This design comes from an exercise in tuning for small area and a short achievable clock period on the open sky130 flow, not from production work. Where RTL was checked, it was by simulation tests only, not by an equivalence proof against the original. No functional check of the RTL was part of run 2. Power and IR drop assume default switching activity.

## flow/design.v (module list and top-level ports; edited modules follow where they fit)
// module QE_M: 774 lines
// module qe_fa: 5 lines
// module qe_fs: 5 lines
// module qe_fc: 5 lines
// module qe_x2: 5 lines
// module qe_xn: 5 lines
// module qe_cy: 5 lines
// module qe_ha: 5 lines
module QE_M (clk, reset, in_a, in_b, in_c, in_x, mode, valid_in, last_input, valid_out, result);
  // ...
==> flow/flow/run.sh <==
#!/bin/bash
# The standard layout, with buf_2 cells as the port buffers.
bash standard.sh "BUFFER_PORTS_ARGS=-buffer_cell sky130_fd_sc_hd__buf_2" finish > standard.log 2>&1
==> flow/standard.sh <==
#!/bin/bash
# synth_recipe.tcl (not shown) runs the flow's synth.tcl, then flattens the netlist and writes it again
# the make line also repeats each setting of config.mk as NAME=value (left out here)
make -C /OpenROAD-flow-scripts/flow DESIGN_CONFIG=/design/flow/config.mk WORK_HOME=/design/flow/orfs CLKGATE_MAP_FILE= SYNTH_SCRIPT=/design/flow/synth_recipe.tcl "${@:-finish}"
==> flow/config.mk <==
export PLATFORM = sky130hd
export DESIGN_NAME = QE_M
export DESIGN_NICKNAME = QE_M
export VERILOG_FILES = /design/flow/design.v
export SDC_FILE = /design/flow/constraint.sdc
export NUM_CORES = 4
export LEC_CHECK = 0
export CAP_MARGIN = 20
export CORE_MARGIN = 2
export CORE_UTILIZATION = 40
export CTS_BUF_LIST = sky130_fd_sc_hd__clkbuf_8
export SETUP_SLACK_MARGIN = 4
export SLEW_MARGIN = 20
export SYNTH_HIERARCHICAL = 1
==> flow/constraint.sdc <==
create_clock -name core_clock -period 6.5 [get_ports {clk}]
set_input_delay 1.3000 -clock core_clock [delete_from_list [all_inputs] [get_ports {clk}]]
set_output_delay 1.3000 -clock core_clock [all_outputs]
set_load 0.01 [all_outputs]
==> results_dict.tcl, run 1 <==
set metrics [dict create \
    outcome "complete, no violations" \
    met1_usage_pct 22.01 \
    grt_usage_pct 16.18 \
    worst_slack_ns 4.099 \
    path_buf_inv 2 \
    cpLargestDelayFamily "compound AO/OA/AOI/OAI gates" \
    comb_power_share_pct 52.6 \
    globalplace.congestion 0.8164 \
    clkSinkCount 150 \
    synth_ff_type "dfxtp_1" \
    n_fill_cell 1915 \
    timing.max_cap.violations 0 \
    core_um2 20360 \
    reg2regPathDepth 10 \
    dpl-instance-area_um2 8891 \
    pg_comb_mw 2.48 \
    wl_met1_mm 8.189 \
    stdcell_count 1177 \
    layout_commonest_cell "xor2_1" \
    r2r_start "T1a2" \
    rsz0062_at_grt "true" \
    io_buffers 53 \
    r2r_slack_ns 4.10 \
    tns_ns 0 \
    largestPowerGroup "combinational logic" \
    switchingPower_mw 1.938 \
    finalPower_mw 4.706 \
    finalCriticalPeriod_ns 2.401 \
]
==> inputs of run 2 (changes only) <==
--- a/flow/design.v
+++ b/flow/design.v
@@ -7,16 +7,17 @@
 input wire valid_in, last_input;
 output reg valid_out;
 output wire [15:0] result;
 reg T1a14, T1a13, T1b13, T1c13, T1a12, T1b12, T1c12, T1a11, T1b11, T1c11, T1a10, T1b10, T1c10, T1a9, T1b9, T1c9, T1a8, T1b8, T1c8, T1a7, T1b7, T1c7, T1a6, T1b6, T1c6, T1a5, T1b5, T1c5, T1a4, T1b4, T1c4, T1a3, T1b3, T1c3, T1a2, T1b2, T1c2, T1a1, T1b1, T1c1, T1a0, T1b0;
 reg [7:0]  X1, C1;
 reg        m1, f1;
 reg [15:0] R;
 reg [3:0]  bo, bt, bn;   
+reg [3:0]  bnn;          
 reg        x7;
 reg [7:0]  C2;
 reg        keep2;
 reg S3a15, S3b15, S3a14, S3b14, S3a13, S3b13, S3a12, S3b12, S3a11, S3b11, S3a10, S3b10, S3a9, S3b9, S3a8, S3b8, S3a7, S3b7, S3a6, S3b6, S3a5, S3b5, S3a4, S3b4, S3a3, S3b3, S3a2, S3b2, S3a1, S3b1, S3a0, S3b0;
 reg [15:0] Y;
 reg        q1, q2, q3;   
 reg        lastd;        
 wire [15:0] S3a = {S3a15, S3a14, S3a13, S3a12, S3a11, S3a10, S3a9, S3a8, S3a7, S3a6, S3a5, S3a4, S3a3, S3a2, S3a1, S3a0};
@@ -131,17 +132,17 @@
 qe_x2 td_cp_sx8 (.a(td_cp_p[8]), .b(td_cp_c[8]), .y(S3s[8]));
 qe_x2 td_cp_sx9 (.a(td_cp_p[9]), .b(td_cp_c[9]), .y(S3s[9]));
 qe_x2 td_cp_sx10 (.a(td_cp_p[10]), .b(td_cp_c[10]), .y(S3s[10]));
 qe_x2 td_cp_sx11 (.a(td_cp_p[11]), .b(td_cp_c[11]), .y(S3s[11]));
 qe_x2 td_cp_sx12 (.a(td_cp_p[12]), .b(td_cp_c[12]), .y(S3s[12]));
 qe_x2 td_cp_sx13 (.a(td_cp_p[13]), .b(td_cp_c[13]), .y(S3s[13]));
 qe_x2 td_cp_sx14 (.a(td_cp_p[14]), .b(td_cp_c[14]), .y(S3s[14]));
 qe_x2 td_cp_sx15 (.a(td_cp_p[15]), .b(td_cp_c[15]), .y(S3s[15]));
-wire [7:0] bg = ~(in_b & {8{~mode}});
+wire [7:0] bg = ~(in_b & {8{~m1}});
 wire pa_0_0, pa_0_1, pa_0_2, pa_0_3, pa_0_4, pa_0_5, pa_0_6, pa_0_7;
 wire pa_1_0, pa_1_1, pa_1_2, pa_1_3, pa_1_4, pa_1_5, pa_1_6, pa_1_7;
 wire pa_2_0, pa_2_1, pa_2_2, pa_2_3, pa_2_4, pa_2_5, pa_2_6, pa_2_7;
 wire pa_3_0, pa_3_1, pa_3_2, pa_3_3, pa_3_4, pa_3_5, pa_3_6, pa_3_7;
 wire pa_4_0, pa_4_1, pa_4_2, pa_4_3, pa_4_4, pa_4_5, pa_4_6, pa_4_7;
 wire pa_5_0, pa_5_1, pa_5_2, pa_5_3, pa_5_4, pa_5_5, pa_5_6, pa_5_7;
 wire pa_6_0, pa_6_1, pa_6_2, pa_6_3, pa_6_4, pa_6_5, pa_6_6, pa_6_7;
 wire pa_7_0, pa_7_1, pa_7_2, pa_7_3, pa_7_4, pa_7_5, pa_7_6, pa_7_7;
@@ -456,72 +457,72 @@
 qe_x2 te_cp_sx8 (.a(te_cp_p[8]), .b(te_cp_c[8]), .y(SBs[8]));
 qe_x2 te_cp_sx9 (.a(te_cp_p[9]), .b(te_cp_c[9]), .y(SBs[9]));
 qe_x2 te_cp_sx10 (.a(te_cp_p[10]), .b(te_cp_c[10]), .y(SBs[10]));
 qe_x2 te_cp_sx11 (.a(te_cp_p[11]), .b(te_cp_c[11]), .y(SBs[11]));
 qe_x2 te_cp_sx12 (.a(te_cp_p[12]), .b(te_cp_c[12]), .y(SBs[12]));
 qe_x2 te_cp_sx13 (.a(te_cp_p[13]), .b(te_cp_c[13]), .y(SBs[13]));
 qe_x2 te_cp_sx14 (.a(te_cp_p[14]), .b(te_cp_c[14]), .y(SBs[14]));
 qe_x2 te_cp_sx15 (.a(te_cp_p[15]), .b(te_cp_c[15]), .y(SBs[15]));
-assign pc_0_0 = ~(((bo[0] & R[0])) ^ bn[0]);
-assign pc_0_1 = ~(((bo[0] & R[1]) | (bt[0] & R[0])) ^ bn[0]);
-assign pc_0_2 = ~(((bo[0] & R[2]) | (bt[0] & R[1])) ^ bn[0]);
-assign pc_0_3 = ~(((bo[0] & R[3]) | (bt[0] & R[2])) ^ bn[0]);
-assign pc_0_4 = ~(((bo[0] & R[4]) | (bt[0] & R[3])) ^ bn[0]);
-assign pc_0_5 = ~(((bo[0] & R[5]) | (bt[0] & R[4])) ^ bn[0]);
-assign pc_0_6 = ~(((bo[0] & R[6]) | (bt[0] & R[5])) ^ bn[0]);
-assign pc_0_7 = ~(((bo[0] & R[7]) | (bt[0] & R[6])) ^ bn[0]);
+assign pc_0_0 = ((bo[0] & R[0])) ^ bnn[0];
+assign pc_0_1 = ((bo[0] & R[1]) | (bt[0] & R[0])) ^ bnn[0];
+assign pc_0_2 = ((bo[0] & R[2]) | (bt[0] & R[1])) ^ bnn[0];
+assign pc_0_3 = ((bo[0] & R[3]) | (bt[0] & R[2])) ^ bnn[0];
+assign pc_0_4 = ((bo[0] & R[4]) | (bt[0] & R[3])) ^ bnn[0];
+assign pc_0_5 = ((bo[0] & R[5]) | (bt[0] & R[4])) ^ bnn[0];
+assign pc_0_6 = ((bo[0] & R[6]) | (bt[0] & R[5])) ^ bnn[0];
+assign pc_0_7 = ((bo[0] & R[7]) | (bt[0] & R[6])) ^ bnn[0];
 assign pc_0_8 = ~(((bo[0] & R[8]) | (bt[0] & R[7])) ^ bn[0]);
 assign pc_0_9 = ~(((bo[0] & R[9]) | (bt[0] & R[8])) ^ bn[0]);
 assign pc_0_10 = ~(((bo[0] & R[10]) | (bt[0] & R[9])) ^ bn[0]);
 assign pc_0_11 = ~(((bo[0] & R[11]) | (bt[0] & R[10])) ^ bn[0]);
 assign pc_0_12 = ~(((bo[0] & R[12]) | (bt[0] & R[11])) ^ bn[0]);
 assign pc_0_13 = ~(((bo[0] & R[13]) | (bt[0] & R[12])) ^ bn[0]);
 assign pc_0_14 = ~(((bo[0] & R[14]) | (bt[0] & R[13])) ^ bn[0]);
 assign pc_0_15 = ~(((bo[0] & R[15]) | (bt[0] & R[14])) ^ bn[0]);
-assign pc_neg_0 = ~bn[0];
-assign pc_1_2 = ~(((bo[1] & R[0]) | (keep2 & ~S3a[2])) ^ bn[1]);
-assign pc_1_3 = ~(((bo[1] & R[1]) | (bt[1] & R[0]) | (keep2 & ~S3a[3])) ^ bn[1]);
-assign pc_1_4 = ~(((bo[1] & R[2]) | (bt[1] & R[1]) | (keep2 & ~S3a[4])) ^ bn[1]);
-assign pc_1_5 = ~(((bo[1] & R[3]) | (bt[1] & R[2]) | (keep2 & ~S3a[5])) ^ bn[1]);
-assign pc_1_6 = ~(((bo[1] & R[4]) | (bt[1] & R[3]) | (keep2 & ~S3a[6])) ^ bn[1]);
-assign pc_1_7 = ~(((bo[1] & R[5]) | (bt[1] & R[4]) | (keep2 & ~S3a[7])) ^ bn[1]);
-assign pc_1_8 = ~(((bo[1] & R[6]) | (bt[1] & R[5]) | (keep2 & ~S3a[8])) ^ bn[1]);
+assign pc_neg_0 = bnn[0];
+assign pc_1_2 = ((bo[1] & R[0]) | (keep2 & ~S3a[2])) ^ bnn[1];
+assign pc_1_3 = ((bo[1] & R[1]) | (bt[1] & R[0]) | (keep2 & ~S3a[3])) ^ bnn[1];
+assign pc_1_4 = ((bo[1] & R[2]) | (bt[1] & R[1]) | (keep2 & ~S3a[4])) ^ bnn[1];
+assign pc_1_5 = ((bo[1] & R[3]) | (bt[1] & R[2]) | (keep2 & ~S3a[5])) ^ bnn[1];
+assign pc_1_6 = ((bo[1] & R[4]) | (bt[1] & R[3]) | (keep2 & ~S3a[6])) ^ bnn[1];
+assign pc_1_7 = ((bo[1] & R[5]) | (bt[1] & R[4]) | (keep2 & ~S3a[7])) ^ bnn[1];
+assign pc_1_8 = ((bo[1] & R[6]) | (bt[1] & R[5]) | (keep2 & ~S3a[8])) ^ bnn[1];
 assign pc_1_9 = ~(((bo[1] & R[7]) | (bt[1] & R[6]) | (keep2 & ~S3a[9])) ^ bn[1]);
 assign pc_1_10 = ~(((bo[1] & R[8]) | (bt[1] & R[7]) | (keep2 & ~S3a[10])) ^ bn[1]);
 assign pc_1_11 = ~(((bo[1] & R[9]) | (bt[1] & R[8]) | (keep2 & ~S3a[11])) ^ bn[1]);
 assign pc_1_12 = ~(((bo[1] & R[10]) | (bt[1] & R[9]) | (keep2 & ~S3a[12])) ^ bn[1]);
 assign pc_1_13 = ~(((bo[1] & R[11]) | (bt[1] & R[10]) | (keep2 & ~S3a[13])) ^ bn[1]);
 assign pc_1_14 = ~(((bo[1] & R[12]) | (bt[1] & R[11]) | (keep2 & ~S3a[14])) ^ bn[1]);
 assign pc_1_15 = ~(((bo[1] & R[13]) | (bt[1] & R[12]) | (keep2 & ~S3a[15])) ^ bn[1]);
-assign pc_neg_1 = ~bn[1];
-assign pc_2_4 = ~(((bo[2] & R[0]) | (keep2 & ~S3b[4])) ^ bn[2]);
-assign pc_2_5 = ~(((bo[2] & R[1]) | (bt[2] & R[0]) | (keep2 & ~S3b[5])) ^ bn[2]);
-assign pc_2_6 = ~(((bo[2] & R[2]) | (bt[2] & R[1]) | (keep2 & ~S3b[6])) ^ bn[2]);
-assign pc_2_7 = ~(((bo[2] & R[3]) | (bt[2] & R[2]) | (keep2 & ~S3b[7])) ^ bn[2]);
-assign pc_2_8 = ~(((bo[2] & R[4]) | (bt[2] & R[3]) | (keep2 & ~S3b[8])) ^ bn[2]);
-assign pc_2_9 = ~(((bo[2] & R[5]) | (bt[2] & R[4]) | (keep2 & ~S3b[9])) ^ bn[2]);
+assign pc_neg_1 = bnn[1];
+assign pc_2_4 = ((bo[2] & R[0]) | (keep2 & ~S3b[4])) ^ bnn[2];
+assign pc_2_5 = ((bo[2] & R[1]) | (bt[2] & R[0]) | (keep2 & ~S3b[5])) ^ bnn[2];
+assign pc_2_6 = ((bo[2] & R[2]) | (bt[2] & R[1]) | (keep2 & ~S3b[6])) ^ bnn[2];
+assign pc_2_7 = ((bo[2] & R[3]) | (bt[2] & R[2]) | (keep2 & ~S3b[7])) ^ bnn[2];
+assign pc_2_8 = ((bo[2] & R[4]) | (bt[2] & R[3]) | (keep2 & ~S3b[8])) ^ bnn[2];
+assign pc_2_9 = ((bo[2] & R[5]) | (bt[2] & R[4]) | (keep2 & ~S3b[9])) ^ bnn[2];
 assign pc_2_10 = ~(((bo[2] & R[6]) | (bt[2] & R[5]) | (keep2 & ~S3b[10])) ^ bn[2]);
 assign pc_2_11 = ~(((bo[2] & R[7]) | (bt[2] & R[6]) | (keep2 & ~S3b[11])) ^ bn[2]);
 assign pc_2_12 = ~(((bo[2] & R[8]) | (bt[2] & R[7]) | (keep2 & ~S3b[12])) ^ bn[2]);
 assign pc_2_13 = ~(((bo[2] & R[9]) | (bt[2] & R[8]) | (keep2 & ~S3b[13])) ^ bn[2]);
 assign pc_2_14 = ~(((bo[2] & R[10]) | (bt[2] & R[9]) | (keep2 & ~S3b[14])) ^ bn[2]);
 assign pc_2_15 = ~(((bo[2] & R[11]) | (bt[2] & R[10]) | (keep2 & ~S3b[15])) ^ bn[2]);
-assign pc_neg_2 = ~bn[2];
-assign pc_3_6 = ~(((bo[3] & R[0])) ^ bn[3]);
-assign pc_3_7 = ~(((bo[3] & R[1]) | (bt[3] & R[0])) ^ bn[3]);
-assign pc_3_8 = ~(((bo[3] & R[2]) | (bt[3] & R[1])) ^ bn[3]);
-assign pc_3_9 = ~(((bo[3] & R[3]) | (bt[3] & R[2])) ^ bn[3]);
-assign pc_3_10 = ~(((bo[3] & R[4]) | (bt[3] & R[3])) ^ bn[3]);
+assign pc_neg_2 = bnn[2];
+assign pc_3_6 = ((bo[3] & R[0])) ^ bnn[3];
+assign pc_3_7 = ((bo[3] & R[1]) | (bt[3] & R[0])) ^ bnn[3];
+assign pc_3_8 = ((bo[3] & R[2]) | (bt[3] & R[1])) ^ bnn[3];
+assign pc_3_9 = ((bo[3] & R[3]) | (bt[3] & R[2])) ^ bnn[3];
+assign pc_3_10 = ((bo[3] & R[4]) | (bt[3] & R[3])) ^ bnn[3];
 assign pc_3_11 = ~(((bo[3] & R[5]) | (bt[3] & R[4])) ^ bn[3]);
 assign pc_3_12 = ~(((bo[3] & R[6]) | (bt[3] & R[5])) ^ bn[3]);
 assign pc_3_13 = ~(((bo[3] & R[7]) | (bt[3] & R[6])) ^ bn[3]);
 assign pc_3_14 = ~(((bo[3] & R[8]) | (bt[3] & R[7])) ^ bn[3]);
 assign pc_3_15 = ~(((bo[3] & R[9]) | (bt[3] & R[8])) ^ bn[3]);
-assign pc_neg_3 = ~bn[3];
+assign pc_neg_3 = bnn[3];
 assign pc_4_8 = ~(x7 & R[0]);
 assign pc_4_9 = ~(x7 & R[1]);
 assign pc_4_10 = ~(x7 & R[2]);
 assign pc_4_11 = ~(x7 & R[3]);
 assign pc_4_12 = ~(x7 & R[4]);
 assign pc_4_13 = ~(x7 & R[5]);
 assign pc_4_14 = ~(x7 & R[6]);
 assign pc_4_15 = ~(x7 & R[7]);
@@ -712,16 +713,17 @@
 	C1 <= ~(in_c & {8{~mode}});
 	m1 <= mode;
 	f1 <= lastd;
 	R  <= SBs;
 	for (i = 0; i < 4; i = i + 1) begin
 		bo[i] <= X1[2*i] ^ xm[2*i];
 		bt[i] <= (X1[2*i+1] & ~X1[2*i] & ~xm[2*i]) | (~X1[2*i+1] & X1[2*i] & xm[2*i]);
 		bn[i] <= X1[2*i+1];
+		bnn[i] <= ~X1[2*i+1];
 	end
 	x7 <= X1[7];
 	C2 <= C1;
 	keep2 <= m1 & ~f1;
 	S3a15 <= tc_115;
 	S3b15 <= tc_114;
 	S3a14 <= tc_113;
 	S3b14 <= tc_112;
==> run 2 against run 1 <==
  * Global-route usage decreased by 0.31 points
  * Via count increased by 0.69%
  * Final cell count decreased by 0.42%
  * Synthesized area increased by 0.54%
  * Critical path type unchanged
  * Highest routed layer unchanged
==> results_dict.tcl, run 2 <==
set metrics [dict create \
    outcome "complete, no violations" \
    hold_path_class "flip-flop to flip-flop" \
    ys_types 52 \
    synth_common_cells "xor2_1 (184), dfxtp_1 (149), nand2_1 (105)" \
    met1_usage_pct 21.53 \
    n_fill_cell 2014 \
    synth.top_cell.area_share_pct 35.58 \
    cts_max_path_buffers 2 \
    io_buffers 53 \
    viasPerCell 4.975 \
    multiInputGateArea_um2 5219 \
    crit_required_ns 6.89 \
    critPathArrivalTime_ns 2.80 \
    start_util_pct 41.03 \
    synth.area.mux_share_pct 0.2687 \
    ios 54 \
    rsz0062_at_grt "true" \
    htree_levels 4 \
    timing.max_cap.violations 0 \
    layout_commonest_cell "xor2_1" \
    end_kind "flip-flop" \
    yosysMostFrequentCell "xor2_1" \
    postCtsHoldBufs 0 \
    globalplace.congestion 0.8008 \
    first_iter_violations 357 \
    worstSkewPairLatency_ns 0.45 \
    synth_top_family_by_area "XOR/XNOR gates" \
    cts_root_buf "clkbuf_8" \
    largestRegisters "R x16, Y x16" \
    core_um2 20430 \
    netlist.top_cell.by_area "dfxtp_1" \
    async_flop_share_pct 3.247 \
    grt_usage_pct 15.87 \
    nNetsFinal 963 \
    timing_worst_setup_path_type "flip-flop to flip-flop" \
    grt_use_met3_pct 3.058 \
    drive_gt1_share_pct 18.18 \
    yosys.area_share.simple_pct 11.27 \
    top_usage_layer "met2" \
    die_h_um 148.8 \
    antenna_found_initial 0 \
    grt_use_met2_pct 25.37 \
    clkSinkCount 154 \
    finalCriticalPeriod_ns 2.413 \
    layout_common_cells "xor2_1 (172), dfxtp_1 (142), nand2_1 (92)" \
    synth_ff_type "dfxtp_1" \
    finalPower_mw 4.520 \
    irDropWorstVdd_v 0.0001435 \
    antenna_cells 0 \
    grt_pass1_vias 5619 \
    yosys_warnings 7 \
    drc 0 \
    synth-edff-count 0 \
    worstPathMaxFanout 12 \
    grt-ovfl-total 0 \
    max_slew.worst_pin.slew_ns 0.5865 \
    totalWireLength_mm 16.77 \
    ys_ff_latch 154 \
    grt_max_degree 19 \
    yosys.area_share.adder_pct 8.836 \
    fmax_ghz 0.4144 \
    seqCellArea_um2 3120 \
    core.rowCount 52 \
    avgSynthCellArea_um2 9.862 \
    synthCells 850 \
    cts_tree "built" \
    hold_viol 0 \
    max_slew_margin_pct 60.85 \
    start_kind "flip-flop" \
    area_growth_syn_to_layout_pct 12.82 \
    cts.clk_slew.worst_paths_ns 0.08 \
    place_hpwl_mm 12.23 \
    finalSetupViolCount 0 \
    vias 5831 \
    synth_compound_area_share_pct 14.76 \
    yosys.area_share.xor_xnor_pct 24.66 \
    synth-seq-area-share_pct 37.09 \
    dieArea_um2 22130 \
    post-route-period-util_pct 37.13 \
    finalMaxSlewViolations 0 \
    first_pass_iters 6 \
    wl_per_cell_um 14.31 \
    ant_nets 0 \
    power.leakage_nw 3.791 \
    die_width_um 148.8 \
    numCtsBuffers 17 \
    power_density_nw_per_um2 477.9 \
    synth_area_leaders "dfxtp_1 (36%), xor2_1 (19%), fa_1 (8.8%)" \
    fin_skew_ns 0.009300 \
    grt_pass1_wl_mm 27.96 \
    syn-cell-area_um2 8383 \
    tns_ns 0 \
]
[run 2: modules after synthesis (local to each module, per instance)]
module	times used	cell area [µm²]	flops+latches
qe_x2	158	8.758	0
qe_fa	37	20.02	0
qe_xn	23	8.758	0
QE_M	1	5663	154
qe_cy	45	8.758	0
[run 2: path summary, 6_finish.rpt]
path,startpoint,end,slack (ns),depth (start not counted)
max,keep2,S3a15,4.09,9
min,C1[4],C2[4],0.33,0
max reg2reg,keep2,S3a15,4.09,9
min reg2reg,C1[4],C2[4],0.33,0
max in group asynchronous,reset,lastd,5.53,2
min in group asynchronous,reset,valid_out,0.74,2
[run 2: area by class of cell]
type,instances,share of cell area [%]
multi-input cells,632,55.18
well taps,270,3.572
repair buffers,62,3.493
flip-flops and latches,154,32.99
inverters,20,0.8334
clock inverters,14,1.151
clock buffers,18,2.619
repair inverters,2,0.1588
[run 2: timing repair]
item,in CTS,in global routing
gates cloned,1,1
endpoints found under the hold margin,0,0
setup endpoints to repair,28,20
pin swaps,1,11
resized for setup,5,23
setup buffers,1,8
[run 2: cell families (layout without fill, tap and decap cells)]
| group | count (synthesis) | in the layout |
|---|---|---|
| other | 2 | 4 |
| DFF | 154 | 154 |
| buffers and inverters | 66 | 116 |
| xor gates and xnor gates | 236 | 236 |
| and+or+nand+nor | 195 | 195 |
| adders and majority gates | 37 | 37 |
| AOI/OAI and AO/OA | 158 | 158 |
| muxes | 2 | 2 |
[run 2: layer usage]
metal,part of all wire [%],vias up,routed length [µm]
met5,0,-,0
met4,1.4,0,242
met3,4.5,23,748
met2,45,150,7629
met1,49,2770,8152
li1,-,2888,-
[run 2: stage by stage]
stage | hold slack [ns] | setup slack [ns] | instances | instance area [µm²] | utilization (%)
global route | 0.3365 | 3.938 | 1172 | 9458 | 46.29
global placement | 0.3120 | 3.688 | 1129 | 8920 | 43.66
floorplan | 0.3096 | 3.968 | 852 | 8773 | -
detailed placement | 0.3151 | 3.655 | 1129 | 8920 | 43.66
CTS | 0.3316 | 4.007 | 1163 | 9304 | 45.54
finish | 0.3284 | 4.087 | 1172 | 9458 | 46.29
[run 2: worst max-delay path, cell delays in order, from the launching register on]
cell and delay, ns:
dfxtp_4 0.47, clkinvlp_4 0.21, clkbuf_2 0.20, o21ai_0 0.20
a21oi_1 0.07, xor2_1 0.17, fa_1 0.51, xor2_1 0.17
xor2_1 0.19, xor2_1 0.15
[run 2: report_power, final]
group	switching (mW)	leakage (nW)	total, mW	internal [mW]
combinational	1.22	2.29	2.32	1.10
sequential	0.285	1.31	1.55	1.26
clock	0.349	0.196	0.657	0.308
total	1.85	3.79	4.52	2.67

==> re-timing with driven ports <==
How much do the figures lean on ideal ports? The routed layouts below were timed once more, with nothing changed but the port constraints.
Step 1 (the two cells are an assumption about what drives the block):
set clk [get_ports {clk}]
set_driving_cell -lib_cell sky130_fd_sc_hd__clkbuf_16 $clk
set_driving_cell -lib_cell sky130_fd_sc_hd__buf_2 [delete_from_list [all_inputs] $clk]
Step 2 adds t to the input delays and takes it off the output delays; t is the mean of the earliest and latest rising clock arrival at the registers after step 1. Input paths then give back, and output paths get back, about the clock's delay inside the block.
a / b / c = no drivers / after step 1 / after step 2; a / b = the first two.
| run | t, ns | setup WS [ns] | worst setup path after step 2 | worst register clock-pin slew, ns | worst data-port slew with drivers (ns) |
|---|---|---|---|---|---|
| run 1 | 0.496 | 4.099 / 4.099 / 3.657 | input to register | 0.09 / 0.09 | 0.04 |
| run 2 | 0.481 | 4.087 / 4.087 / 3.647 | input to register | 0.08 / 0.08 | 0.05 |
After both steps setup and hold are still met in every run listed. For run 1, which loses most, drivers alone change the setup slack by 0.000 ns; drivers and shift together by -0.442 ns.
